This is an optimization exercise on Yosys and OpenROAD, whose aim is small area and few clock cycles, not a production implementation. At most, simulation tests tie the RTL to the original design; equivalence was not proved. Only the layout flow was run in run 3; the RTL was not checked for function there.

`flow/run.sh`:
```
#!/bin/bash
# The standard layout (standard.sh), with one change: the buffers that
# buffer_ports puts on every input and output port are the smallest buffer
# cell instead of the default choice. ORFS's global_place.tcl passes
# BUFFER_PORTS_ARGS to buffer_ports.
set -euo pipefail
export BUFFER_PORTS_ARGS="-buffer_cell sky130_fd_sc_hd__buf_1"
bash standard.sh > standard_run.log 2>&1
```
`standard.sh`:
```
#!/bin/bash
# synth_recipe.tcl (not shown) runs the flow's synth.tcl, then flattens the netlist and writes it again
# the make line also repeats each setting of config.mk as NAME=value (left out here)
make -C /OpenROAD-flow-scripts/flow DESIGN_CONFIG=/design/flow/config.mk WORK_HOME=/design/flow/orfs CLKGATE_MAP_FILE= SYNTH_SCRIPT=/design/flow/synth_recipe.tcl "${@:-finish}"
```
`config.mk`:
```
export PLATFORM = sky130hd
export DESIGN_NAME = ALU
export DESIGN_NICKNAME = ALU
export VERILOG_FILES = /design/flow/design.v
export SDC_FILE = /design/flow/constraint.sdc
export NUM_CORES = 4
export LEC_CHECK = 0
export CAP_MARGIN = 20
export CORE_MARGIN = 2
export CORE_UTILIZATION = 40
export CTS_BUF_LIST = sky130_fd_sc_hd__clkbuf_8
export SLEW_MARGIN = 20
export SYNTH_HIERARCHICAL = 1
export SYNTH_MINIMUM_KEEP_SIZE = 0
```
`design.v`:
```
module ALU(
    clk,
    rst_n,
    valid,
    ready,
    mode,
    in_A,
    in_B,
    out
);
    input         clk, rst_n;
    input         valid;
    input  [1:0]  mode;  
    output        ready;
    input  [31:0] in_A, in_B;
    output [63:0] out;
    localparam K  = 8;               
    localparam CW = 4;               
    localparam NSTEP = 4;
    localparam W = 40;               
    localparam IDLE  = 2'd0;
    localparam MUL   = 2'd1;
    localparam DSRCH = 2'd2;         
    localparam DSTEP = 2'd3;         
    reg  [1:0]  state;
    reg  [4:0]  cnt;
    reg         ready_;
    reg  [31:0] X;
    reg  [31:0] H;
    reg  [31:0] L;
    assign ready = ready_;
    assign out   = {H, L};
    wire idle   = (state == IDLE);
    wire start  = idle && valid && !ready_;
    wire op_mul = idle ? (mode == 2'd0) : (state == MUL);
    wire op_div = idle ? (mode == 2'd1) : state[1];
    wire srch   = idle ? 1'b1 : (state == DSRCH);
    wire [31:0] Xi = idle ? in_B : X;
    wire [31:0] Hi = idle ? (in_A & {32{mode[0]}}) : H;
    wire [31:0] Li = idle ? (in_A & {32{mode == 2'd0}}) : L;
    wire [K-1:0] m = op_mul ? Li[K-1:0] : {{(K-1){1'b0}}, 1'b1};
    wire [31:0] nHi = ~Hi;
    wire        ncin = ~op_div;
    wire [31:0] npp0 = ~((Xi & {32{m[0]}}) ^ {32{op_div}});
    wire [31:0] npp1 = ~(Xi & {32{m[1]}});
    wire [31:0] npp2 = ~(Xi & {32{m[2]}});
    wire [31:0] npp3 = ~(Xi & {32{m[3]}});
    wire [31:0] npp4 = ~(Xi & {32{m[4]}});
    wire [31:0] npp5 = ~(Xi & {32{m[5]}});
    wire [31:0] npp6 = ~(Xi & {32{m[6]}});
    wire [31:0] npp7 = ~(Xi & {32{m[7]}});
    wire fs0, fc0, fs1, fc1, fs2, fc2, fs3, fc3, fs4, fc4, fs5, fc5, fs6, fc6, fs7, fc7, fs8, fc8, fs9, fc9, fs10, fc10, fs11, fc11, fs12, fc12, fs13, fc13, fs14, fc14, fs15, fc15, fs16, fc16, fs17, fc17, fs18, fc18, fs19, fc19, fs20, fc20, fs21, fc21, fs22, fc22, fs23, fc23, fs24, fc24, fs25, fc25, fs26, fc26, fs27, fc27, fs28, fc28, fs29, fc29, fs30, fc30, fs31, fc31, fs32, fc32, fs33, fc33, fs34, fc34, fs35, fc35, fs36, fc36, fs37, fc37, fs38, fc38, fs39, fc39, fs40, fc40, fs41, fc41, fs42, fc42, fs43, fc43, fs44, fc44, fs45, fc45, fs46, fc46, fs47, fc47, fs48, fc48, fs49, fc49, fs50, fc50, fs51, fc51, fs52, fc52, fs53, fc53, fs54, fc54, fs55, fc55, fs56, fc56, fs57, fc57, fs58, fc58, fs59, fc59, fs60, fc60, fs61, fc61, fs62, fc62, fs63, fc63, fs64, fc64, fs65, fc65, fs66, fc66, fs67, fc67, fs68, fc68, fs69, fc69, fs70, fc70, fs71, fc71, fs72, fc72, fs73, fc73, fs74, fc74, fs75, fc75, fs76, fc76, fs77, fc77, fs78, fc78, fs79, fc79, fs80, fc80, fs81, fc81, fs82, fc82, fs83, fc83, fs84, fc84, fs85, fc85, fs86, fc86, fs87, fc87, fs88, fc88, fs89, fc89, fs90, fc90, fs91, fc91, fs92, fc92, fs93, fc93, fs94, fc94, fs95, fc95, fs96, fc96, fs97, fc97, fs98, fc98, fs99, fc99, fs100, fc100, fs101, fc101, fs102, fc102, fs103, fc103, fs104, fc104, fs105, fc105, fs106, fc106, fs107, fc107, fs108, fc108, fs109, fc109, fs110, fc110, fs111, fc111, fs112, fc112, fs113, fc113, fs114, fc114, fs115, fc115, fs116, fc116, fs117, fc117, fs118, fc118, fs119, fc119, fs120, fc120, fs121, fc121, fs122, fc122, fs123, fc123, fs124, fc124, fs125, fc125, fs126, fc126, fs127, fc127, fs128, fc128, fs129, fc129, fs130, fc130, fs131, fc131, fs132, fc132, fs133, fc133, fs134, fc134, fs135, fc135, fs136, fc136, fs137, fc137, fs138, fc138, fs139, fc139, fs140, fc140, fs141, fc141, fs142, fc142, fs143, fc143, fs144, fc144, fs145, fc145, fs146, fc146, fs147, fc147, fs148, fc148, fs149, fc149, fs150, fc150, fs151, fc151, fs152, fc152, fs153, fc153, fs154, fc154, fs155, fc155, fs156, fc156, fs157, fc157, fs158, fc158, fs159, fc159, fs160, fc160, fs161, fc161, fs162, fc162, fs163, fc163, fs164, fc164, fs165, fc165, fs166, fc166, fs167, fc167, fs168, fc168, fs169, fc169, fs170, fc170, fs171, fc171, fs172, fc172, fs173, fc173, fs174, fc174, fs175, fc175, fs176, fc176, fs177, fc177, fs178, fc178, fs179, fc179, fs180, fc180, fs181, fc181, fs182, fc182, fs183, fc183, fs184, fc184, fs185, fc185, fs186, fc186, fs187, fc187, fs188, fc188, fs189, fc189, fs190, fc190, fs191, fc191, fs192, fc192, fs193, fc193, fs194, fc194, fs195, fc195, fs196, fc196, fs197, fc197, fs198, fc198, fs199, fc199, fs200, fc200, fs201, fc201, fs202, fc202, fs203, fc203, fs204, fc204, fs205, fc205, fs206, fc206, fs207, fc207, fs208, fc208, fs209, fc209, fs210, fc210;
    wire hs0, hc0, hs1, hc1, hs2, hc2, hs3, hc3, hs4, hc4, hs5, hc5, hs6, hc6;
    assign hs0 = ~(nHi[5] ^ npp0[5]);
    assign hc0 = nHi[5] | npp0[5];
    ALU_fa u_fa0 (.a(nHi[6]), .b(npp0[6]), .c(npp1[5]), .s(fs0), .co(fc0));
    assign hs1 = ~(npp2[4] ^ npp3[3]);
    assign hc1 = npp2[4] | npp3[3];
    ALU_fa u_fa1 (.a(nHi[7]), .b(npp0[7]), .c(npp1[6]), .s(fs1), .co(fc1));
    ALU_fa u_fa2 (.a(npp2[5]), .b(npp3[4]), .c(npp4[3]), .s(fs2), .co(fc2));
    assign hs2 = ~(npp5[2] ^ npp6[1]);
    assign hc2 = npp5[2] | npp6[1];
    ALU_fa u_fa3 (.a(nHi[8]), .b(npp0[8]), .c(npp1[7]), .s(fs3), .co(fc3));
    ALU_fa u_fa4 (.a(npp2[6]), .b(npp3[5]), .c(npp4[4]), .s(fs4), .co(fc4));
    ALU_fa u_fa5 (.a(npp5[3]), .b(npp6[2]), .c(npp7[1]), .s(fs5), .co(fc5));
    ALU_fa u_fa6 (.a(nHi[9]), .b(npp0[9]), .c(npp1[8]), .s(fs6), .co(fc6));
    ALU_fa u_fa7 (.a(npp2[7]), .b(npp3[6]), .c(npp4[5]), .s(fs7), .co(fc7));
    ALU_fa u_fa8 (.a(npp5[4]), .b(npp6[3]), .c(npp7[2]), .s(fs8), .co(fc8));
    ALU_fa u_fa9 (.a(nHi[10]), .b(npp0[10]), .c(npp1[9]), .s(fs9), .co(fc9));
    ALU_fa u_fa10 (.a(npp2[8]), .b(npp3[7]), .c(npp4[6]), .s(fs10), .co(fc10));
    ALU_fa u_fa11 (.a(npp5[5]), .b(npp6[4]), .c(npp7[3]), .s(fs11), .co(fc11));
    ALU_fa u_fa12 (.a(nHi[11]), .b(npp0[11]), .c(npp1[10]), .s(fs12), .co(fc12));
    ALU_fa u_fa13 (.a(npp2[9]), .b(npp3[8]), .c(npp4[7]), .s(fs13), .co(fc13));
    ALU_fa u_fa14 (.a(npp5[6]), .b(npp6[5]), .c(npp7[4]), .s(fs14), .co(fc14));
    ALU_fa u_fa15 (.a(nHi[12]), .b(npp0[12]), .c(npp1[11]), .s(fs15), .co(fc15));
    ALU_fa u_fa16 (.a(npp2[10]), .b(npp3[9]), .c(npp4[8]), .s(fs16), .co(fc16));
    ALU_fa u_fa17 (.a(npp5[7]), .b(npp6[6]), .c(npp7[5]), .s(fs17), .co(fc17));
    ALU_fa u_fa18 (.a(nHi[13]), .b(npp0[13]), .c(npp1[12]), .s(fs18), .co(fc18));
    ALU_fa u_fa19 (.a(npp2[11]), .b(npp3[10]), .c(npp4[9]), .s(fs19), .co(fc19));
    ALU_fa u_fa20 (.a(npp5[8]), .b(npp6[7]), .c(npp7[6]), .s(fs20), .co(fc20));
    ALU_fa u_fa21 (.a(nHi[14]), .b(npp0[14]), .c(npp1[13]), .s(fs21), .co(fc21));
    ALU_fa u_fa22 (.a(npp2[12]), .b(npp3[11]), .c(npp4[10]), .s(fs22), .co(fc22));
    ALU_fa u_fa23 (.a(npp5[9]), .b(npp6[8]), .c(npp7[7]), .s(fs23), .co(fc23));
    ALU_fa u_fa24 (.a(nHi[15]), .b(npp0[15]), .c(npp1[14]), .s(fs24), .co(fc24));
    ALU_fa u_fa25 (.a(npp2[13]), .b(npp3[12]), .c(npp4[11]), .s(fs25), .co(fc25));
    ALU_fa u_fa26 (.a(npp5[10]), .b(npp6[9]), .c(npp7[8]), .s(fs26), .co(fc26));
    ALU_fa u_fa27 (.a(nHi[16]), .b(npp0[16]), .c(npp1[15]), .s(fs27), .co(fc27));
    ALU_fa u_fa28 (.a(npp2[14]), .b(npp3[13]), .c(npp4[12]), .s(fs28), .co(fc28));
    ALU_fa u_fa29 (.a(npp5[11]), .b(npp6[10]), .c(npp7[9]), .s(fs29), .co(fc29));
    ALU_fa u_fa30 (.a(nHi[17]), .b(npp0[17]), .c(npp1[16]), .s(fs30), .co(fc30));
    ALU_fa u_fa31 (.a(npp2[15]), .b(npp3[14]), .c(npp4[13]), .s(fs31), .co(fc31));
    ALU_fa u_fa32 (.a(npp5[12]), .b(npp6[11]), .c(npp7[10]), .s(fs32), .co(fc32));
    ALU_fa u_fa33 (.a(nHi[18]), .b(npp0[18]), .c(npp1[17]), .s(fs33), .co(fc33));
    ALU_fa u_fa34 (.a(npp2[16]), .b(npp3[15]), .c(npp4[14]), .s(fs34), .co(fc34));
    ALU_fa u_fa35 (.a(npp5[13]), .b(npp6[12]), .c(npp7[11]), .s(fs35), .co(fc35));
    ALU_fa u_fa36 (.a(nHi[19]), .b(npp0[19]), .c(npp1[18]), .s(fs36), .co(fc36));
    ALU_fa u_fa37 (.a(npp2[17]), .b(npp3[16]), .c(npp4[15]), .s(fs37), .co(fc37));
    ALU_fa u_fa38 (.a(npp5[14]), .b(npp6[13]), .c(npp7[12]), .s(fs38), .co(fc38));
    ALU_fa u_fa39 (.a(nHi[20]), .b(npp0[20]), .c(npp1[19]), .s(fs39), .co(fc39));
    ALU_fa u_fa40 (.a(npp2[18]), .b(npp3[17]), .c(npp4[16]), .s(fs40), .co(fc40));
    ALU_fa u_fa41 (.a(npp5[15]), .b(npp6[14]), .c(npp7[13]), .s(fs41), .co(fc41));
    ALU_fa u_fa42 (.a(nHi[21]), .b(npp0[21]), .c(npp1[20]), .s(fs42), .co(fc42));
    ALU_fa u_fa43 (.a(npp2[19]), .b(npp3[18]), .c(npp4[17]), .s(fs43), .co(fc43));
    ALU_fa u_fa44 (.a(npp5[16]), .b(npp6[15]), .c(npp7[14]), .s(fs44), .co(fc44));
    ALU_fa u_fa45 (.a(nHi[22]), .b(npp0[22]), .c(npp1[21]), .s(fs45), .co(fc45));
    ALU_fa u_fa46 (.a(npp2[20]), .b(npp3[19]), .c(npp4[18]), .s(fs46), .co(fc46));
    ALU_fa u_fa47 (.a(npp5[17]), .b(npp6[16]), .c(npp7[15]), .s(fs47), .co(fc47));
    ALU_fa u_fa48 (.a(nHi[23]), .b(npp0[23]), .c(npp1[22]), .s(fs48), .co(fc48));
    ALU_fa u_fa49 (.a(npp2[21]), .b(npp3[20]), .c(npp4[19]), .s(fs49), .co(fc49));
    ALU_fa u_fa50 (.a(npp5[18]), .b(npp6[17]), .c(npp7[16]), .s(fs50), .co(fc50));
    ALU_fa u_fa51 (.a(nHi[24]), .b(npp0[24]), .c(npp1[23]), .s(fs51), .co(fc51));
    ALU_fa u_fa52 (.a(npp2[22]), .b(npp3[21]), .c(npp4[20]), .s(fs52), .co(fc52));
    ALU_fa u_fa53 (.a(npp5[19]), .b(npp6[18]), .c(npp7[17]), .s(fs53), .co(fc53));
    ALU_fa u_fa54 (.a(nHi[25]), .b(npp0[25]), .c(npp1[24]), .s(fs54), .co(fc54));
    ALU_fa u_fa55 (.a(npp2[23]), .b(npp3[22]), .c(npp4[21]), .s(fs55), .co(fc55));
    ALU_fa u_fa56 (.a(npp5[20]), .b(npp6[19]), .c(npp7[18]), .s(fs56), .co(fc56));
    ALU_fa u_fa57 (.a(nHi[26]), .b(npp0[26]), .c(npp1[25]), .s(fs57), .co(fc57));
    ALU_fa u_fa58 (.a(npp2[24]), .b(npp3[23]), .c(npp4[22]), .s(fs58), .co(fc58));
    ALU_fa u_fa59 (.a(npp5[21]), .b(npp6[20]), .c(npp7[19]), .s(fs59), .co(fc59));
    ALU_fa u_fa60 (.a(nHi[27]), .b(npp0[27]), .c(npp1[26]), .s(fs60), .co(fc60));
    ALU_fa u_fa61 (.a(npp2[25]), .b(npp3[24]), .c(npp4[23]), .s(fs61), .co(fc61));
    ALU_fa u_fa62 (.a(npp5[22]), .b(npp6[21]), .c(npp7[20]), .s(fs62), .co(fc62));
    ALU_fa u_fa63 (.a(nHi[28]), .b(npp0[28]), .c(npp1[27]), .s(fs63), .co(fc63));
    ALU_fa u_fa64 (.a(npp2[26]), .b(npp3[25]), .c(npp4[24]), .s(fs64), .co(fc64));
    ALU_fa u_fa65 (.a(npp5[23]), .b(npp6[22]), .c(npp7[21]), .s(fs65), .co(fc65));
    ALU_fa u_fa66 (.a(nHi[29]), .b(npp0[29]), .c(npp1[28]), .s(fs66), .co(fc66));
    ALU_fa u_fa67 (.a(npp2[27]), .b(npp3[26]), .c(npp4[25]), .s(fs67), .co(fc67));
    ALU_fa u_fa68 (.a(npp5[24]), .b(npp6[23]), .c(npp7[22]), .s(fs68), .co(fc68));
    ALU_fa u_fa69 (.a(nHi[30]), .b(npp0[30]), .c(npp1[29]), .s(fs69), .co(fc69));
    ALU_fa u_fa70 (.a(npp2[28]), .b(npp3[27]), .c(npp4[26]), .s(fs70), .co(fc70));
    ALU_fa u_fa71 (.a(npp5[25]), .b(npp6[24]), .c(npp7[23]), .s(fs71), .co(fc71));
    ALU_fa u_fa72 (.a(nHi[31]), .b(npp0[31]), .c(npp1[30]), .s(fs72), .co(fc72));
    ALU_fa u_fa73 (.a(npp2[29]), .b(npp3[28]), .c(npp4[27]), .s(fs73), .co(fc73));
    ALU_fa u_fa74 (.a(npp5[26]), .b(npp6[25]), .c(npp7[24]), .s(fs74), .co(fc74));
    ALU_fa u_fa75 (.a(npp1[31]), .b(npp2[30]), .c(npp3[29]), .s(fs75), .co(fc75));
    ALU_fa u_fa76 (.a(npp4[28]), .b(npp5[27]), .c(npp6[26]), .s(fs76), .co(fc76));
    ALU_fa u_fa77 (.a(npp2[31]), .b(npp3[30]), .c(npp4[29]), .s(fs77), .co(fc77));
    assign hs3 = ~(nHi[3] ^ npp0[3]);
    assign hc3 = nHi[3] | npp0[3];
    ALU_fa u_fa78 (.a(nHi[4]), .b(npp0[4]), .c(npp1[3]), .s(fs78), .co(fc78));
    assign hs4 = ~(npp2[2] ^ npp3[1]);
    assign hc4 = npp2[2] | npp3[1];
    ALU_fa u_fa79 (.a(hs0), .b(npp1[4]), .c(npp2[3]), .s(fs79), .co(fc79));
    ALU_fa u_fa80 (.a(npp3[2]), .b(npp4[1]), .c(npp5[0]), .s(fs80), .co(fc80));
    ALU_fa u_fa81 (.a(hc0), .b(fs0), .c(hs1), .s(fs81), .co(fc81));
    ALU_fa u_fa82 (.a(npp4[2]), .b(npp5[1]), .c(npp6[0]), .s(fs82), .co(fc82));
    ALU_fa u_fa83 (.a(fc0), .b(hc1), .c(fs1), .s(fs83), .co(fc83));
    ALU_fa u_fa84 (.a(fs2), .b(hs2), .c(npp7[0]), .s(fs84), .co(fc84));
    ALU_fa u_fa85 (.a(fc1), .b(fc2), .c(hc2), .s(fs85), .co(fc85));
    ALU_fa u_fa86 (.a(fs3), .b(fs4), .c(fs5), .s(fs86), .co(fc86));
    ALU_fa u_fa87 (.a(fc3), .b(fc4), .c(fc5), .s(fs87), .co(fc87));
    ALU_fa u_fa88 (.a(fs6), .b(fs7), .c(fs8), .s(fs88), .co(fc88));
    ALU_fa u_fa89 (.a(fc6), .b(fc7), .c(fc8), .s(fs89), .co(fc89));
    ALU_fa u_fa90 (.a(fs9), .b(fs10), .c(fs11), .s(fs90), .co(fc90));
    ALU_fa u_fa91 (.a(fc9), .b(fc10), .c(fc11), .s(fs91), .co(fc91));
    ALU_fa u_fa92 (.a(fs12), .b(fs13), .c(fs14), .s(fs92), .co(fc92));
    ALU_fa u_fa93 (.a(fc12), .b(fc13), .c(fc14), .s(fs93), .co(fc93));
    ALU_fa u_fa94 (.a(fs15), .b(fs16), .c(fs17), .s(fs94), .co(fc94));
    ALU_fa u_fa95 (.a(fc15), .b(fc16), .c(fc17), .s(fs95), .co(fc95));
    ALU_fa u_fa96 (.a(fs18), .b(fs19), .c(fs20), .s(fs96), .co(fc96));
    ALU_fa u_fa97 (.a(fc18), .b(fc19), .c(fc20), .s(fs97), .co(fc97));
    ALU_fa u_fa98 (.a(fs21), .b(fs22), .c(fs23), .s(fs98), .co(fc98));
    ALU_fa u_fa99 (.a(fc21), .b(fc22), .c(fc23), .s(fs99), .co(fc99));
    ALU_fa u_fa100 (.a(fs24), .b(fs25), .c(fs26), .s(fs100), .co(fc100));
    ALU_fa u_fa101 (.a(fc24), .b(fc25), .c(fc26), .s(fs101), .co(fc101));
    ALU_fa u_fa102 (.a(fs27), .b(fs28), .c(fs29), .s(fs102), .co(fc102));
    ALU_fa u_fa103 (.a(fc27), .b(fc28), .c(fc29), .s(fs103), .co(fc103));
    ALU_fa u_fa104 (.a(fs30), .b(fs31), .c(fs32), .s(fs104), .co(fc104));
    ALU_fa u_fa105 (.a(fc30), .b(fc31), .c(fc32), .s(fs105), .co(fc105));
    ALU_fa u_fa106 (.a(fs33), .b(fs34), .c(fs35), .s(fs106), .co(fc106));
    ALU_fa u_fa107 (.a(fc33), .b(fc34), .c(fc35), .s(fs107), .co(fc107));
    ALU_fa u_fa108 (.a(fs36), .b(fs37), .c(fs38), .s(fs108), .co(fc108));
    ALU_fa u_fa109 (.a(fc36), .b(fc37), .c(fc38), .s(fs109), .co(fc109));
    ALU_fa u_fa110 (.a(fs39), .b(fs40), .c(fs41), .s(fs110), .co(fc110));
    ALU_fa u_fa111 (.a(fc39), .b(fc40), .c(fc41), .s(fs111), .co(fc111));
    ALU_fa u_fa112 (.a(fs42), .b(fs43), .c(fs44), .s(fs112), .co(fc112));
    ALU_fa u_fa113 (.a(fc42), .b(fc43), .c(fc44), .s(fs113), .co(fc113));
    ALU_fa u_fa114 (.a(fs45), .b(fs46), .c(fs47), .s(fs114), .co(fc114));
    ALU_fa u_fa115 (.a(fc45), .b(fc46), .c(fc47), .s(fs115), .co(fc115));
    ALU_fa u_fa116 (.a(fs48), .b(fs49), .c(fs50), .s(fs116), .co(fc116));
    ALU_fa u_fa117 (.a(fc48), .b(fc49), .c(fc50), .s(fs117), .co(fc117));
    ALU_fa u_fa118 (.a(fs51), .b(fs52), .c(fs53), .s(fs118), .co(fc118));
    ALU_fa u_fa119 (.a(fc51), .b(fc52), .c(fc53), .s(fs119), .co(fc119));
    ALU_fa u_fa120 (.a(fs54), .b(fs55), .c(fs56), .s(fs120), .co(fc120));
    ALU_fa u_fa121 (.a(fc54), .b(fc55), .c(fc56), .s(fs121), .co(fc121));
    ALU_fa u_fa122 (.a(fs57), .b(fs58), .c(fs59), .s(fs122), .co(fc122));
    ALU_fa u_fa123 (.a(fc57), .b(fc58), .c(fc59), .s(fs123), .co(fc123));
    ALU_fa u_fa124 (.a(fs60), .b(fs61), .c(fs62), .s(fs124), .co(fc124));
    ALU_fa u_fa125 (.a(fc60), .b(fc61), .c(fc62), .s(fs125), .co(fc125));
    ALU_fa u_fa126 (.a(fs63), .b(fs64), .c(fs65), .s(fs126), .co(fc126));
    ALU_fa u_fa127 (.a(fc63), .b(fc64), .c(fc65), .s(fs127), .co(fc127));
    ALU_fa u_fa128 (.a(fs66), .b(fs67), .c(fs68), .s(fs128), .co(fc128));
    ALU_fa u_fa129 (.a(fc66), .b(fc67), .c(fc68), .s(fs129), .co(fc129));
    ALU_fa u_fa130 (.a(fs69), .b(fs70), .c(fs71), .s(fs130), .co(fc130));
    ALU_fa u_fa131 (.a(fc69), .b(fc70), .c(fc71), .s(fs131), .co(fc131));
    ALU_fa u_fa132 (.a(fs72), .b(fs73), .c(fs74), .s(fs132), .co(fc132));
    ALU_fa u_fa133 (.a(fc72), .b(fc73), .c(fc74), .s(fs133), .co(fc133));
    ALU_fa u_fa134 (.a(fs75), .b(fs76), .c(npp7[25]), .s(fs134), .co(fc134));
    ALU_fa u_fa135 (.a(fc75), .b(fc76), .c(fs77), .s(fs135), .co(fc135));
    ALU_fa u_fa136 (.a(npp5[28]), .b(npp6[27]), .c(npp7[26]), .s(fs136), .co(fc136));
    ALU_fa u_fa137 (.a(fc77), .b(npp3[31]), .c(npp4[30]), .s(fs137), .co(fc137));
    ALU_fa u_fa138 (.a(npp5[29]), .b(npp6[28]), .c(npp7[27]), .s(fs138), .co(fc138));
    ALU_fa u_fa139 (.a(npp4[31]), .b(npp5[30]), .c(npp6[29]), .s(fs139), .co(fc139));
    assign hs5 = ~(nHi[2] ^ npp0[2]);
    assign hc5 = nHi[2] | npp0[2];
    ALU_fa u_fa140 (.a(hs3), .b(npp1[2]), .c(npp2[1]), .s(fs140), .co(fc140));
    ALU_fa u_fa141 (.a(hc3), .b(fs78), .c(hs4), .s(fs141), .co(fc141));
    ALU_fa u_fa142 (.a(fc78), .b(hc4), .c(fs79), .s(fs142), .co(fc142));
    ALU_fa u_fa143 (.a(fc79), .b(fc80), .c(fs81), .s(fs143), .co(fc143));
    ALU_fa u_fa144 (.a(fc81), .b(fc82), .c(fs83), .s(fs144), .co(fc144));
    ALU_fa u_fa145 (.a(fc83), .b(fc84), .c(fs85), .s(fs145), .co(fc145));
    ALU_fa u_fa146 (.a(fc85), .b(fc86), .c(fs87), .s(fs146), .co(fc146));
    ALU_fa u_fa147 (.a(fc87), .b(fc88), .c(fs89), .s(fs147), .co(fc147));
    ALU_fa u_fa148 (.a(fc89), .b(fc90), .c(fs91), .s(fs148), .co(fc148));
    ALU_fa u_fa149 (.a(fc91), .b(fc92), .c(fs93), .s(fs149), .co(fc149));
    ALU_fa u_fa150 (.a(fc93), .b(fc94), .c(fs95), .s(fs150), .co(fc150));
    ALU_fa u_fa151 (.a(fc95), .b(fc96), .c(fs97), .s(fs151), .co(fc151));
    ALU_fa u_fa152 (.a(fc97), .b(fc98), .c(fs99), .s(fs152), .co(fc152));
    ALU_fa u_fa153 (.a(fc99), .b(fc100), .c(fs101), .s(fs153), .co(fc153));
    ALU_fa u_fa154 (.a(fc101), .b(fc102), .c(fs103), .s(fs154), .co(fc154));
    ALU_fa u_fa155 (.a(fc103), .b(fc104), .c(fs105), .s(fs155), .co(fc155));
    ALU_fa u_fa156 (.a(fc105), .b(fc106), .c(fs107), .s(fs156), .co(fc156));
    ALU_fa u_fa157 (.a(fc107), .b(fc108), .c(fs109), .s(fs157), .co(fc157));
    ALU_fa u_fa158 (.a(fc109), .b(fc110), .c(fs111), .s(fs158), .co(fc158));
    ALU_fa u_fa159 (.a(fc111), .b(fc112), .c(fs113), .s(fs159), .co(fc159));
    ALU_fa u_fa160 (.a(fc113), .b(fc114), .c(fs115), .s(fs160), .co(fc160));
    ALU_fa u_fa161 (.a(fc115), .b(fc116), .c(fs117), .s(fs161), .co(fc161));
    ALU_fa u_fa162 (.a(fc117), .b(fc118), .c(fs119), .s(fs162), .co(fc162));
    ALU_fa u_fa163 (.a(fc119), .b(fc120), .c(fs121), .s(fs163), .co(fc163));
    ALU_fa u_fa164 (.a(fc121), .b(fc122), .c(fs123), .s(fs164), .co(fc164));
    ALU_fa u_fa165 (.a(fc123), .b(fc124), .c(fs125), .s(fs165), .co(fc165));
    ALU_fa u_fa166 (.a(fc125), .b(fc126), .c(fs127), .s(fs166), .co(fc166));
    ALU_fa u_fa167 (.a(fc127), .b(fc128), .c(fs129), .s(fs167), .co(fc167));
    ALU_fa u_fa168 (.a(fc129), .b(fc130), .c(fs131), .s(fs168), .co(fc168));
    ALU_fa u_fa169 (.a(fc131), .b(fc132), .c(fs133), .s(fs169), .co(fc169));
    ALU_fa u_fa170 (.a(fc133), .b(fc134), .c(fs135), .s(fs170), .co(fc170));
    ALU_fa u_fa171 (.a(fc135), .b(fc136), .c(fs137), .s(fs171), .co(fc171));
    ALU_fa u_fa172 (.a(fc137), .b(fc138), .c(fs139), .s(fs172), .co(fc172));
    ALU_fa u_fa173 (.a(fc139), .b(npp5[31]), .c(npp6[30]), .s(fs173), .co(fc173));
    assign hs6 = ~(nHi[0] ^ npp0[0]);
    assign hc6 = nHi[0] | npp0[0];
    ALU_fa u_fa174 (.a(nHi[1]), .b(npp0[1]), .c(npp1[0]), .s(fs174), .co(fc174));
    ALU_fa u_fa175 (.a(hs5), .b(npp1[1]), .c(npp2[0]), .s(fs175), .co(fc175));
    ALU_fa u_fa176 (.a(hc5), .b(fs140), .c(npp3[0]), .s(fs176), .co(fc176));
    ALU_fa u_fa177 (.a(fc140), .b(fs141), .c(npp4[0]), .s(fs177), .co(fc177));
    ALU_fa u_fa178 (.a(fc141), .b(fs142), .c(fs80), .s(fs178), .co(fc178));
    ALU_fa u_fa179 (.a(fc142), .b(fs143), .c(fs82), .s(fs179), .co(fc179));
    ALU_fa u_fa180 (.a(fc143), .b(fs144), .c(fs84), .s(fs180), .co(fc180));
    ALU_fa u_fa181 (.a(fc144), .b(fs145), .c(fs86), .s(fs181), .co(fc181));
    ALU_fa u_fa182 (.a(fc145), .b(fs146), .c(fs88), .s(fs182), .co(fc182));
    ALU_fa u_fa183 (.a(fc146), .b(fs147), .c(fs90), .s(fs183), .co(fc183));
    ALU_fa u_fa184 (.a(fc147), .b(fs148), .c(fs92), .s(fs184), .co(fc184));
    ALU_fa u_fa185 (.a(fc148), .b(fs149), .c(fs94), .s(fs185), .co(fc185));
    ALU_fa u_fa186 (.a(fc149), .b(fs150), .c(fs96), .s(fs186), .co(fc186));
    ALU_fa u_fa187 (.a(fc150), .b(fs151), .c(fs98), .s(fs187), .co(fc187));
    ALU_fa u_fa188 (.a(fc151), .b(fs152), .c(fs100), .s(fs188), .co(fc188));
    ALU_fa u_fa189 (.a(fc152), .b(fs153), .c(fs102), .s(fs189), .co(fc189));
    ALU_fa u_fa190 (.a(fc153), .b(fs154), .c(fs104), .s(fs190), .co(fc190));
    ALU_fa u_fa191 (.a(fc154), .b(fs155), .c(fs106), .s(fs191), .co(fc191));
    ALU_fa u_fa192 (.a(fc155), .b(fs156), .c(fs108), .s(fs192), .co(fc192));
    ALU_fa u_fa193 (.a(fc156), .b(fs157), .c(fs110), .s(fs193), .co(fc193));
    ALU_fa u_fa194 (.a(fc157), .b(fs158), .c(fs112), .s(fs194), .co(fc194));
    ALU_fa u_fa195 (.a(fc158), .b(fs159), .c(fs114), .s(fs195), .co(fc195));
    ALU_fa u_fa196 (.a(fc159), .b(fs160), .c(fs116), .s(fs196), .co(fc196));
    ALU_fa u_fa197 (.a(fc160), .b(fs161), .c(fs118), .s(fs197), .co(fc197));
    ALU_fa u_fa198 (.a(fc161), .b(fs162), .c(fs120), .s(fs198), .co(fc198));
    ALU_fa u_fa199 (.a(fc162), .b(fs163), .c(fs122), .s(fs199), .co(fc199));
    ALU_fa u_fa200 (.a(fc163), .b(fs164), .c(fs124), .s(fs200), .co(fc200));
    ALU_fa u_fa201 (.a(fc164), .b(fs165), .c(fs126), .s(fs201), .co(fc201));
    ALU_fa u_fa202 (.a(fc165), .b(fs166), .c(fs128), .s(fs202), .co(fc202));
    ALU_fa u_fa203 (.a(fc166), .b(fs167), .c(fs130), .s(fs203), .co(fc203));
    ALU_fa u_fa204 (.a(fc167), .b(fs168), .c(fs132), .s(fs204), .co(fc204));
    ALU_fa u_fa205 (.a(fc168), .b(fs169), .c(fs134), .s(fs205), .co(fc205));
    ALU_fa u_fa206 (.a(fc169), .b(fs170), .c(fs136), .s(fs206), .co(fc206));
    ALU_fa u_fa207 (.a(fc170), .b(fs171), .c(fs138), .s(fs207), .co(fc207));
    ALU_fa u_fa208 (.a(fc171), .b(fs172), .c(npp7[28]), .s(fs208), .co(fc208));
    ALU_fa u_fa209 (.a(fc172), .b(fs173), .c(npp7[29]), .s(fs209), .co(fc209));
    ALU_fa u_fa210 (.a(fc173), .b(npp6[31]), .c(npp7[30]), .s(fs210), .co(fc210));
    wire [W-1:0] na = {1'b1, fc210, fc209, fc208, fc207, fc206, fc205, fc204, fc203, fc202, fc201, fc200, fc199, fc198, fc197, fc196, fc195, fc194, fc193, fc192, fc191, fc190, fc189, fc188, fc187, fc186, fc185, fc184, fc183, fc182, fc181, fc180, fc179, fc178, fc177, fc176, fc175, fc174, hc6, hs6};
    wire [W-1:0] nb = {1'b1, npp7[31], fs210, fs209, fs208, fs207, fs206, fs205, fs204, fs203, fs202, fs201, fs200, fs199, fs198, fs197, fs196, fs195, fs194, fs193, fs192, fs191, fs190, fs189, fs188, fs187, fs186, fs185, fs184, fs183, fs182, fs181, fs180, fs179, fs178, fs177, fs176, fs175, fs174, ncin};
    reg [W-1:0] G, P;
    integer i, d;
    always @(*) begin
        G = na & nb;
        P = na ^ nb;
        G[0] = G[0] | P[0];                              
        for (d = 1; d < W; d = d * 2)
            for (i = 2*d-1; i < W; i = i + 2*d) begin
                G[i] = G[i] | (P[i] & G[i-d]);
                P[i] = P[i] & P[i-d];
            end
        for (d = 64; d >= 1; d = d / 2)
            for (i = 3*d-1; i < W; i = i + 2*d) begin
                G[i] = G[i] | (P[i] & G[i-d]);
                P[i] = P[i] & P[i-d];
            end
    end
    wire [W-1:0] S = ~(na ^ nb ^ {G[W-2:0], 1'b1});
    wire c1 = S[32];                                    
    wire c2 = srch && !Xi[31] && (cnt != 5'd31) &&
              (Hi[31:32-CW] >= Xi[30:31-CW]);
    always @(posedge clk) begin
        if (op_mul) begin
            X <= Xi;
            H <= S[31+K:K];
            L <= {S[K-1:0], Li[31:K]};
        end else if (op_div) begin
            if (c2) begin
                X <= Xi << 1;
                H <= Hi;
            end else begin
                X <= Xi >> 1;
                H <= c1 ? S[31:0] : Hi;
            end
            L <= {Li[30:0], c1 & !c2};
        end else begin  
            H <= 32'd0;
            L <= mode[0] ? S[32:1] : (in_A & in_B);
        end
    end
    always @(posedge clk or negedge rst_n) begin
        if (!rst_n) begin
            state  <= IDLE;
            cnt    <= 5'd0;
            ready_ <= 1'b0;
        end else begin
            ready_ <= 1'b0;
            case (state)
                IDLE: begin
                    if (start) begin
                        case (mode)
                            2'd0: begin
                                cnt   <= 5'd1;
                                state <= MUL;
                            end
                            2'd1: begin
                                if (c2) begin
                                    cnt   <= 5'd1;
                                    state <= DSRCH;
                                end else
                                    ready_ <= 1'b1;    
                            end
                            default: ready_ <= 1'b1;
                        endcase
                    end
                end
                MUL: begin
                    cnt <= cnt + 5'd1;
                    if (cnt == NSTEP - 1) begin
                        cnt    <= 5'd0;
                        state  <= IDLE;
                        ready_ <= 1'b1;
                    end
                end
                default: begin  
                    if (c2) cnt <= cnt + 5'd1;
                    else begin
                        cnt   <= cnt - 5'd1;
                        state <= DSTEP;
                        if (cnt == 5'd0) begin
                            cnt    <= 5'd0;
                            state  <= IDLE;
                            ready_ <= 1'b1;
                        end
                    end
                end
            endcase
        end
    end
endmodule
module ALU_fa(a, b, c, s, co);
    input  a, b, c;
    output s, co;
    assign s  = a ^ b ^ c;
    assign co = (a & b) | (a & c) | (b & c);
endmodule
```
`constraint.sdc`:
```
create_clock -name core_clock -period 10.0 [get_ports {clk}]
set_input_delay 2.0000 -clock core_clock [delete_from_list [all_inputs] [get_ports {clk}]]
set_output_delay 2.0000 -clock core_clock [all_outputs]
set_load 0.01 [all_outputs]
```
==> metrics.md, run 1 <==
| Metric | Value |
|---|---|
| Status | finished clean |
| Sequential area share after synthesis | 17.8% |
| Top cell family by delay on the critical path | adder cells |
| Num CTS Buffers | 9 |
| # hold bufs at CTS | 0 |
| CP Capture Type | flop |
| EDFF count, synth | 32 |
| Global-route wire length before repair | 74700 µm |
| Final nets | 1959 |
| CTS root buf | clkbuf_8 |
| Final WS setup | 1.14 ns |
| GPL Wtd Cong | 0.919 |
| Peak Freq | 113 MHz |
| Most frequent cell after synthesis | nand2_1 |
| Worst Path Buf+Inv | 3 |
| # IOs | 134 |
| Syn nets | 1869 |
| Std cell rows | 67 |
| Reg2reg path depth | 22 |
| Worst path cell trace | buf_1, nor2_1, o21ai_4, buf_4, nor2_1, nand2_1, fa_1, fa_1, fa_1, fa_1, ha_1, nand4_1, nor3_1, nand4_1, and3_1, o21a_1, o21bai_1, fa_1, a21oi_4, buf_4, mux2i_1, a22o_1 |
| Worst path depth | 22 |
| CTS tree | built |
| HPWL Detailed | 38300 µm |
| Worst min path class | flop to flop |
| Top cell type's share of synthesized area | 33.8% |
| Post-Syn Instances | 1518 |
| Fin. max-slew vios | 0 |
| Final setup violation count | 0 |
| Measured slew at the worst slew-check pin | 1.12 ns |
| R2R Setup Slk | 1.59 ns |
| Crit share post-route | 88.6% |
| Dpl ws | 0.786 ns |
| Reg clk slew, reported paths | 0.12 ns |
| Tot GR Track Use | 27.7% |
| #FFs+latches synth | 104 |
| Die width | 189 µm |
| Drt first pass iters | 6 |
| Post_cts resized | 0 |
| FFs w/ async S/R, synth | 7.69% |
| Worst path slowest cell | o21ai_4 |
| CP dominant cell by count | fa_1 |
| Crit. Startpoint | mode[1] |
| Setup Skew | 0.0157 ns |
| N_diodes | 0 |
| Postcts setup bufs | 0 |
| Worst setup path class | input pin to flop |
| Most instantiated cells after synthesis | 381 x nand2_1, 231 x fa_1, 108 x nor2_1 |
| Largest fanout on the critical path | 35 |
| Setup TNS | 0 ns |
| Synth Flop Type | dfxtp_1 |
| Wire per inst | 23.6 µm |
| Largest net degree at the start of global routing | 65 |
| Max-slew headroom | 25.3% |
| H-tree depth | 3 |
| R2r startpoint | state[0] |
| Initial antenna violation count | 0 |
| Clk Latency, worst-skew pair | 0.41 ns |
| Arrival time worst endpoint | 9.16 ns |
| DRC viols | 0 |
| Worst reg2reg endpoint | H[25] |
| Synthesized area | 13700 µm² |
| Fin crit period | 8.86 ns |
| Slowest Stage Delay on Critical Path | 0.82 ns |
| Ys Warns | 7 |
| RSZ-0062 raised after global routing | false |
| Clock buffer depth | 2 |
| MaxCap Viol Count | 0 |
| Total Wirelength | 48700 µm |
| Core ar. | 33600 µm² |
| Post-synth top area cell | fa_1 |
| Via count | 12100 |
| Critical path destination | H[25] |
| Starting Density | 40.7% |
| Count of port buffers added during placement | 133 |
| Remaining Overflow, GRT | 0 |
| Synthesized area per cell | 9.01 µm² |
| DR vias/cell | 5.89 |
| Synth top area cells | fa_1 34%, nand2_1 10%, dfxtp_1 9.4% |
| Syn-to-layout area delta | 9.22% |
| Die footprint | 35700 µm² |
| Required time of the critical path | 10.31 ns |
| Synth unique cells | 55 |
| Final hold violations | 0 |
| Worst setup SP type | input pin |
| Die height | 189 µm |
| Layout Utilization | 44.5% |
| DRT iter0 DRCs | 1218 |
| Total clock sinks | 104 |
| Vias in the first global route | 12300 |
| Layout cell share with drive strength beyond 1 | 5.58% |
| Post-DRT Antenna Nets | 0 |
## metrics by stage
step                std cells  area, µm²  hold slack (ns)
floorplan                1518      13700            0.489
global placement         2045      14700            0.486
detailed placement       2045      14700            0.496
CTS                      2061      14900            0.525
global route             2061      14900            0.561
finish                   2061      14900            0.526
## modules after synthesis (local to each module, per instance)
module  flops+latches  cells inside
ALU_fa              0             1
ALU               104          1307
## worst reg2reg max path, stage by stage (launching register included)
cell	delay, ns
dfrtp_1	0.53
buf_4	0.32
nor2_4	0.88
buf_4	0.47
mux2i_1	0.23
nor2_1	0.46
nand2_1	0.17
fa_1	0.47
fa_1	0.45
fa_1	0.60
fa_1	0.47
ha_1	0.34
nand4_1	0.19
nor3_1	0.29
nand4_1	0.12
and3_1	0.30
o21a_1	0.25
o21bai_1	0.26
fa_1	0.52
a21oi_4	0.35
buf_4	0.30
mux2i_1	0.10
a22o_1	0.25
## final cells by class
cell class	count	area (µm²)
Sequential cell	104	2440
Tap cell	448	561
Fill cell	3329	18700
Multi-Input combinational cell	1258	10700
Inverter	65	244
Clock inverter	6	85.1
Timing Repair Buffer	170	793
Clock buffer	10	138
## metal layers
| layer | wire length [µm] | up-vias | part of all wire, % | GRT usage (%) |
|---|---|---|---|---|
| li1 | - | 5301 | - | - |
| met1 | 20100 | 6052 | 41 | 37.4 |
| met2 | 21700 | 691 | 45 | 42.6 |
| met3 | 5040 | 98 | 10 | 7.66 |
| met4 | 1810 | 0 | 3.7 | 10.2 |
| met5 | 0 | - | 0 | 0 |
## cells by family (layout without fill, tap and decap cells)
family          count (synthesis)  count (layout)  synth area share (%)
simple gates                  605             605                  18.5
buf+inv                       156             251                  4.43
flops                         104             104                  17.8
fa+ha+maj                     282             282                  38.5
xor+xnor                       53              53                  3.39
compound gates                271             271                  13.9
mux                            47              47                  3.52
## sequential cells by signal (all words and copies together) (netlist names)
register  count
H            32
L            32
X            32
cnt           5
state         2
ready_        1
## layout by cell type (no fill, tap or decap), types with 11 or more instances in the layout
master / synthesis / final
edfxtp_1: 32 / 32
xnor2_1: 40 / 40
nor2b_1: 22 / 22
a31o_1: 12 / 12
inv_1: 64 / 66
fa_1: 231 / 231
mux2i_1: 40 / 40
ha_1: 51 / 51
o21ai_0: 24 / 24
a21oi_1: 74 / 73
a22oi_1: 34 / 34
nand3_1: 11 / 11
dfxtp_1: 64 / 64
a31o_2: 19 / 19
buf_4: 2 / 36
xor2_1: 13 / 13
nand2_1: 381 / 380
o221ai_1: 26 / 26
and3_1: 28 / 28
nor2_1: 108 / 106
buf_1: 22 / 132
nor3_1: 30 / 29
o31ai_1: 16 / 16
## worst min path at each step
stage | endpoint | start | slack [ns] | cells past startpoint
floorplan | cnt[4] | cnt[4] | 0.49 | 2
global placement | L[6] | L[5] | 0.49 | 2
detailed placement | L[6] | L[5] | 0.50 | 2
CTS | L[6] | L[5] | 0.52 | 2
global route | L[3] | L[2] | 0.56 | 2
finish | L[6] | L[5] | 0.53 | 2
Testbench counts, summed over its fixed seeds: cycles 5,710.
==> inputs of run 2 (changes only) <==
--- a/config.mk
+++ b/config.mk
@@ -10,3 +10,2 @@
 export CORE_UTILIZATION = 40
-export CTS_BUF_LIST = sky130_fd_sc_hd__clkbuf_8
 export SLEW_MARGIN = 20
==> run 2 against run 1 <==
Final cell count stayed put; count of clock-buffer cells in the layout is 2 higher; largest cell class unchanged; critical path depth stayed put; via count hardly changed; flip-flop and latch count stayed put; non-clock buffer count stayed put; cell area is 0.68% higher; die area stayed put; clock skew is 0.0019 ns lower; core utilization is 0.30 points higher; still clean on timing, DRC and antenna.
==> metrics.md, run 2 <==
| Metric | Value |
|---|---|
| # hold bufs at CTS | 0 |
| Multi-input gate area | 10700 µm² |
| Num CTS Buffers | 9 |
| EDFF count, synth | 32 |
| Reg2reg path depth | 22 |
| R2R Setup Slk | 1.59 ns |
| CTS tree | built |
| Largest net degree at the start of global routing | 65 |
| Fin crit period | 8.95 ns |
| Layout cell share with drive strength beyond 1 | 5.58% |
| MaxCap Viol Count | 0 |
| Register area | 2440 µm² |
| Commonest non-fill, non-tap cells in the layout | 380 x nand2_1, 231 x fa_1, 132 x buf_1 |
| Global-route wire length before repair | 75000 µm |
| Status | finished clean |
| Sequential area share after synthesis | 17.8% |
| Ys Warns | 7 |
| Postcts setup bufs | 0 |
| CP Capture Type | flop |
| Clk Latency, worst-skew pair | 0.38 ns |
| Arrival time worst endpoint | 9.22 ns |
| Most frequent cell after synthesis | nand2_1 |
| Fin. max-slew vios | 0 |
| Vias in the first global route | 12300 |
| Worst setup SP type | input pin |
| #FFs+latches synth | 104 |
| Core ar. | 33600 µm² |
| M1 GR Usage | 38.7% |
| Initial antenna violation count | 0 |
| Hold endpoint | L[5] |
| H-tree depth | 3 |
| Wire per inst | 23.6 µm |
| Syn nets | 1869 |
| Std cell rows | 67 |
| N_diodes | 0 |
| Top cell type's share of synthesized area | 33.8% |
| Measured slew at the worst slew-check pin | 1.13 ns |
| Peak Freq | 112 MHz |
| Starting Density | 40.7% |
| Post-synth top area cell | fa_1 |
| Fillers | 3325 |
| Most common cell after layout, fill and taps aside | nand2_1 |
| Die height | 189 µm |
| Post_cts resized | 0 |
| Worst hold stages | 2 |
| R2r startpoint | state[0] |
| FFs w/ async S/R, synth | 7.69% |
| Grt met2 use | 43.0% |
| Die footprint | 35700 µm² |
| Remaining Overflow, GRT | 0 |
| # IOs | 134 |
| DRC viols | 0 |
| Count of port buffers added during placement | 133 |
| Hold Path Origin | L[4] |
| HPWL Detailed | 38300 µm |
| Syn-to-layout area delta | 9.96% |
| RSZ-0062 raised after global routing | false |
| Post-DRT Antenna Nets | 0 |
| Via count | 12100 |
| Worst reg2reg endpoint | H[19] |
| Reg clk slew, reported paths | 0.08 ns |
| Synth top area cells | fa_1 34%, nand2_1 10%, dfxtp_1 9.4% |
| Top Registers | H x32, L x32, X x32 |
| Synthesized area per cell | 9.01 µm² |
| Total clock sinks | 104 |
| Layout Utilization | 44.8% |
| Total Wirelength | 48700 µm |
| Setup Skew | 0.0138 ns |
| Worst min path class | flop to flop |
| Max-slew headroom | 24.6% |
| Final hold violations | 0 |
| Post-Syn Instances | 1518 |
| GPL Wtd Cong | 0.919 |
| CTS root buf | clkbuf_16 |
| Final nets | 1959 |
| M3 GR Usage | 6.17% |
| Required time of the critical path | 10.27 ns |
| Crit share post-route | 89.5% |
| Final setup violation count | 0 |
| Most instantiated cells after synthesis | 381 x nand2_1, 231 x fa_1, 108 x nor2_1 |
| Clock buffer depth | 2 |
| Busiest metal layer after global routing | met2 |
| Drt first pass iters | 5 |
| Setup TNS | 0 ns |
| Worst setup path class | input pin to flop |
| Synthesized area | 13700 µm² |
| DR vias/cell | 5.89 |
| Synth Flop Type | dfxtp_1 |
| Die width | 189 µm |
| DRT iter0 DRCs | 1279 |
| Largest fanout on the critical path | 35 |
| Tot GR Track Use | 27.7% |
| Synth unique cells | 55 |
[run 2: cell counts after synthesis]
Identical to the previous run, type by type.
[run 2: per-stage QoR]
| step | cells | setup WS (ns) | hold slack, ns | area (µm²) |
|---|---|---|---|---|
| floorplan | 1518 | 1.89 | 0.489 | 13700 |
| global placement | 2045 | 0.918 | 0.486 | 14700 |
| detailed placement | 2045 | 0.786 | 0.496 | 14700 |
| CTS | 2061 | 1.17 | 0.515 | 15000 |
| global route | 2061 | 0.636 | 0.552 | 15000 |
| finish | 2061 | 1.05 | 0.516 | 15000 |
[run 2: how the worst max path moves through the flow]
stage | slack, ns | to | start | cells past startpoint
2_1_floorplan | 1.89 | H[26] | mode[0] | 22
3_3_place_gp | 0.92 | H[25] | mode[1] | 22
3_5_place_dp | 0.79 | H[25] | mode[1] | 22
4_1_cts | 1.17 | H[19] | mode[1] | 22
5_1_grt | 0.64 | H[17] | mode[1] | 22
6_report | 1.05 | H[19] | mode[1] | 22
[run 2: Yosys stat by module, one instance, submodules excluded]
module  copies in the design  area [µm²]  cells
ALU                        1        9460   1307
ALU_fa                   211        20.0      1
[run 2: area by class of cell]
cell class	count	area share, %
tap	448	3.73
multi-input combinational	1258	71.0
sequential	104	16.2
inverter	65	1.62
timing repair buffer	170	5.27
clock buffer	12	1.64
clock inverter	4	0.516
[run 2: logic make-up (layout without fill, tap and decap cells)]
group	count (synthesis)	count (layout)	share of synthesized area [%]
multiplexers	47	47	3.52
XOR/XNOR	53	53	3.39
adder cells (fa/ha/maj)	282	282	38.5
buffers and inverters	156	251	4.43
flip-flops	104	104	17.8
AO/OA/AOI/OAI	271	271	13.9
AND/OR/NAND/NOR	605	605	18.5
[run 2: per-layer routing]
metal  wire, µm  up-vias
met5          0        -
met4       1570        0
met3       4860       95
met2      21800      693
met1      20500     6044
li1           -     5311
[run 2: critical path, stage by stage]
cell,delay (ns)
buf_1,0.28
nor2_1,0.14
o21ai_4,0.82
buf_4,0.39
nor2_1,0.19
nand2_1,0.13
fa_1,0.45
fa_1,0.46
fa_1,0.51
fa_1,0.52
ha_1,0.34
nand4_1,0.20
nor3_1,0.30
nand4_1,0.13
and3_1,0.30
o21a_1,0.25
o21bai_1,0.25
fa_1,0.52
a21oi_4,0.35
buf_4,0.31
nor2b_1,0.07
o32ai_1,0.28
==> inputs of run 3 (changes only) <==
--- a/design.v
+++ b/design.v
@@ -20,7 +20,9 @@
     localparam W = 40;               
-    localparam IDLE  = 2'd0;
-    localparam MUL   = 2'd1;
-    localparam DSRCH = 2'd2;         
-    localparam DSTEP = 2'd3;         
-    reg  [1:0]  state;
+    localparam IDLE  = 3'd0;
+    localparam MUL   = 3'd1;
+    localparam DSRCH = 3'd2;         
+    localparam DSTEP = 3'd3;         
+    localparam LAND  = 3'd4;         
+    localparam LAVG  = 3'd5;         
+    reg  [2:0]  state;
     reg  [4:0]  cnt;
@@ -30,4 +32,5 @@
     reg  [31:0] L;
+    reg  [31:0] X_nx, H_nx, L_nx;
     assign ready = ready_;
-    assign out   = {H, L};
+    assign out   = {H_nx, L_nx};
     wire idle   = (state == IDLE);
@@ -35,6 +38,6 @@
     wire op_mul = idle ? (mode == 2'd0) : (state == MUL);
-    wire op_div = idle ? (mode == 2'd1) : state[1];
-    wire srch   = idle ? 1'b1 : (state == DSRCH);
+    wire op_div = idle ? (mode == 2'd1) : (state == DSRCH) || (state == DSTEP);
+    wire srch   = idle ? (mode == 2'd1) : (state == DSRCH);
     wire [31:0] Xi = idle ? in_B : X;
-    wire [31:0] Hi = idle ? (in_A & {32{mode[0]}}) : H;
+    wire [31:0] Hi = idle ? (in_A & {32{mode != 2'd0}}) : H;
     wire [31:0] Li = idle ? (in_A & {32{mode == 2'd0}}) : L;
@@ -301,21 +304,28 @@
               (Hi[31:32-CW] >= Xi[30:31-CW]);
-    always @(posedge clk) begin
+    wire load = idle && !op_mul && !c2;
+    always @(*) begin
         if (op_mul) begin
-            X <= Xi;
-            H <= S[31+K:K];
-            L <= {S[K-1:0], Li[31:K]};
-        end else if (op_div) begin
-            if (c2) begin
-                X <= Xi << 1;
-                H <= Hi;
+            X_nx = Xi;
+            H_nx = S[31+K:K];
+            L_nx = {S[K-1:0], Li[31:K]};
+        end else if (op_div || idle) begin
+            if (c2 || load) begin
+                X_nx = c2 ? Xi << 1 : Xi;
+                H_nx = Hi;
             end else begin
-                X <= Xi >> 1;
-                H <= c1 ? S[31:0] : Hi;
+                X_nx = Xi >> 1;
+                H_nx = c1 ? S[31:0] : Hi;
             end
-            L <= {Li[30:0], c1 & !c2};
+            L_nx = {Li[30:0], c1 & !c2 & !load};
         end else begin  
-            H <= 32'd0;
-            L <= mode[0] ? S[32:1] : (in_A & in_B);
+            X_nx = Xi;
+            H_nx = 32'd0;
+            L_nx = (state == LAVG) ? S[32:1] : (Hi & Xi);
         end
     end
+    always @(posedge clk) begin
+        X <= X_nx;
+        H <= H_nx;
+        L <= L_nx;
+    end
     always @(posedge clk or negedge rst_n) begin
@@ -332,4 +342,5 @@
                             2'd0: begin
-                                cnt   <= 5'd1;
-                                state <= MUL;
+                                cnt    <= 5'd1;
+                                state  <= MUL;
+                                ready_ <= (NSTEP == 2);
                             end
@@ -339,6 +350,15 @@
                                     state <= DSRCH;
-                                end else
-                                    ready_ <= 1'b1;    
+                                end else begin
+                                    state  <= DSTEP;
+                                    ready_ <= 1'b1;
+                                end
+                            end
+                            2'd2: begin
+                                state  <= LAND;
+                                ready_ <= 1'b1;
+                            end
+                            2'd3: begin
+                                state  <= LAVG;
+                                ready_ <= 1'b1;
                             end
-                            default: ready_ <= 1'b1;
                         endcase
@@ -348,9 +368,9 @@
                     cnt <= cnt + 5'd1;
-                    if (cnt == NSTEP - 1) begin
-                        cnt    <= 5'd0;
-                        state  <= IDLE;
-                        ready_ <= 1'b1;
+                    if (cnt == NSTEP - 2) ready_ <= 1'b1;
+                    if (ready_) begin
+                        cnt   <= 5'd0;
+                        state <= IDLE;
                     end
                 end
-                default: begin  
+                DSRCH, DSTEP: begin
                     if (c2) cnt <= cnt + 5'd1;
@@ -359,6 +379,6 @@
                         state <= DSTEP;
+                        if (cnt == 5'd1) ready_ <= 1'b1;
                         if (cnt == 5'd0) begin
-                            cnt    <= 5'd0;
-                            state  <= IDLE;
-                            ready_ <= 1'b1;
+                            cnt   <= 5'd0;
+                            state <= IDLE;
                         end
@@ -366,2 +386,3 @@
                 end
+                default: state <= IDLE;
             endcase
==> run 3 against run 2 <==
Now fails the layout checks on negative setup slack; sequential share of layout area shrank 4.2 points; die area shrank 1.4%; count of clock-buffer cells in the layout shrank 3; wire length grew 9.4%.
==> metrics.md, run 3 <==
| Metric | Value |
|---|---|
| Status | finished with violations |
| SO Viols | negative setup slack |
| EDFF count, synth | 0 |
| Largest fanout on the critical path | 6 |
| DR vias/cell | 5.73 |
| Fin. max-slew vios | 0 |
| N_diodes | 0 |
| Synth top area cells | fa_1 34%, dfxtp_1 14%, nand2_1 11% |
| Clk Latency, worst-skew pair | 0.40 ns |
| DRC viols | 0 |
| Worst path slowest cell | fa_1 |
| Core ar. | 33400 µm² |
| Die footprint | 35200 µm² |
| GPL Wtd Cong | 0.936 |
| R2r startpoint | state[1] |
| Most frequent cell after synthesis | nand2_1 |
| Most common cell after layout, fill and taps aside | nand2_1 |
| Top cell type's share of synthesized area | 34.3% |
| Die width | 188 µm |
| Layout Utilization | 53.6% |
| Vias in the first global route | 13700 |
| Worst setup SP type | input pin |
| Worst min path class | flop to flop |
| # hold bufs at CTS | 0 |
| Layout cell share with drive strength beyond 1 | 28.7% |
| #FFs+latches synth | 105 |
| Total Wirelength | 53300 µm |
| Syn nets | 1934 |
| Post-synth top area cell | fa_1 |
| Setup Skew | 0.0192 ns |
| Worst setup path class | input pin to output pin |
| Commonest non-fill, non-tap cells in the layout | 388 x nand2_1, 234 x buf_4, 176 x fa_1 |
| Synth unique cells | 56 |
| Starting Density | 40.4% |
| Count of port buffers added during placement | 133 |
| Hold Path Origin | X[31] |
| Post-DRT Antenna Nets | 0 |
| Via count | 13400 |
| Measured slew at the worst slew-check pin | 1.18 ns |
| H-tree depth | 3 |
| Initial antenna violation count | 1 |
| Remaining Overflow, GRT | 0 |
| Synthesized area per cell | 8.54 µm² |
| Worst hold stages | 2 |
| Crit share post-route | 103% |
| Arrival time worst endpoint | 8.26 ns |
| Reg2reg path depth | 26 |
| Top Registers | H x32, L x32, X x32 |
| Largest net degree at the start of global routing | 64 |
| Drt first pass iters | 5 |
| Dpl ws | -0.751 ns |
| Clock buffer depth | 2 |
| R2R Setup Slk | 2.57 ns |
| Placed cells | 2279 |
| Global-route wire length before repair | 80700 µm |
| Ys Warns | 7 |
| Non-Filler Instances | 2336 |
| HPWL Detailed | 41000 µm |
| Post-Syn Instances | 1580 |
| Num CTS Buffers | 9 |
| Worst reg2reg endpoint | H[18] |
| Wire per inst | 22.8 µm |
| Hold endpoint | X[31] |
| Synthesized area | 13500 µm² |
| Worst Path Buf+Inv | 9 |
| Fin crit period | 10.26 ns |
| CTS root buf | clkbuf_16 |
| FFs w/ async S/R, synth | 8.57% |
| Sequential area share after synthesis | 15.9% |
| Die height | 188 µm |
| Final nets | 2237 |
| Reg clk slew, reported paths | 0.09 ns |
| CP Capture Type | output pin |
| MaxCap Viol Count | 0 |
| # IOs | 134 |
| Max-slew headroom | 20.7% |
| DRT iter0 DRCs | 1262 |
| Synth Flop Type | dfxtp_1 |
| Slowest Stage Delay on Critical Path | 0.54 ns |
| Final setup violation count | 35 |
| Final hold violations | 0 |
| Top cell family by delay on the critical path | adder cells |
| Std cell rows | 67 |
| Tot GR Track Use | 30.4% |
| Total clock sinks | 105 |
| Most instantiated cells after synthesis | 407 x nand2_1, 231 x fa_1, 107 x nor2_1 |
| Peak Freq | 97.5 MHz |
| RSZ-0062 raised after global routing | true |
| Required time of the critical path | 8.00 ns |
| Syn-to-layout area delta | 32.5% |
| CTS tree | built |
| Final WS setup | -0.260 ns |
-- run 3: layout make-up --
type	count	area, µm²
clock buffer	9	225
clock inverter	7	72.6
fill	3148	15500
inverter	59	221
multi-input combinational	1299	11500
sequential	105	2150
tap	448	561
timing repair buffer	409	3100
-- run 3: kinds of logic after synthesis --
kind of cell	synth area share, %
AOI/OAI and AO/OA	15.8
adders and majority gates	39.3
xor gates and xnor gates	3.25
DFF	15.9
buffers and inverters	5.38
and+or+nand+nor	17.2
muxes	3.18
-- run 3: worst register-to-register path: stages (launching register included) --
cell and delay, ns:
dfrtp_1 0.52, nor2b_1 0.46, nor2b_1 0.59, nor2_4 0.17, buf_12 0.19, nor2_4 0.19, buf_16 0.16, nand2_1 0.08
fa_2 0.41, fa_1 0.53, fa_1 0.43, fa_1 0.49, ha_1 0.31, and4_4 0.24, and3_4 0.20, o311ai_4 0.11
a21o_4 0.26, o41ai_4 0.24, a31o_2 0.22, fa_2 0.47, nor2_4 0.15, o21ai_4 0.16, buf_6 0.23, o21ai_2 0.11
o22ai_1 0.09, buf_4 0.19, buf_4 0.13
-- run 3: layer usage --
| layer | routed length, µm | global-route usage, % | vias to the layer above |
|---|---|---|---|
| li1 | - | - | 5857 |
| met1 | 21000 | 39.9 | 6610 |
| met3 | 5150 | 6.63 | 167 |
| met5 | 9 | 0 | - |
| met2 | 24300 | 47.3 | 738 |
| met4 | 2850 | 15.8 | 2 |
-- run 3: repair_timing --
action | in CTS | in global routing
setup buffers | 25 | 12
endpoints found under the setup margin | 47 | 52
cloned | 8 | 0
gates resized for setup | 208 | 151
pin swaps | 44 | 57
-- run 3: worst max-delay path by stage --
stage / startpoint / endpoint / slack, ns / cells after the start
floorplan: mode[1] / out[56] / 0.01 / 26
global placement: mode[1] / out[46] / -0.66 / 29
detailed placement: mode[1] / out[46] / -0.75 / 28
CTS: mode[0] / out[61] / -0.25 / 30
global route: mode[0] / out[57] / -0.47 / 28
finish: mode[0] / out[63] / -0.26 / 29
-- run 3: metrics by stage --
step / instance area, µm² / setup TNS [ns] / hold WS, ns
CTS: 17400 / -5.31 / 0.565
floorplan: 13500 / 0 / 0.506
finish: 17900 / -5.44 / 0.564
global placement: 16100 / -17.64 / 0.538
global route: 17900 / -14.11 / 0.606
detailed placement: 16100 / -20.64 / 0.544
-- run 3: Yosys stat by module, one instance, submodules excluded --
module	cells inside	area [µm²]	flops+latches
ALU_fa	1	20.0	0
ALU	1369	9260	105

-- port drivers added, routing unchanged --
The flow's constraints put no driver on any port. The routed layouts listed below were extracted and timed again, unchanged, in two steps.
Step 1, drivers: a clkbuf_16 drives clk and a buf_2 each remaining input, both assumed.
Step 2 times the ports against the registers' clock, not the clock port: input delays grow and output delays shrink by t, the midpoint of the rising clock arrivals with the driver on.
Slacks: no drivers / after step 1 / after step 2; pairs: no drivers / after step 1.
run | t (ns) | setup slack, ns | pins driven straight from the clock port
run 1 | 0.447 | 1.144 / 1.166 / 0.720 | 1
run 2 | 0.412 | 1.053 / 1.073 / 0.661 | 1
run 3 | 0.433 | -0.260 / -0.300 / -0.300 | 1
The setup slack of run 1, which loses most, moves by +0.022 ns with the drivers and by -0.424 ns with both steps.
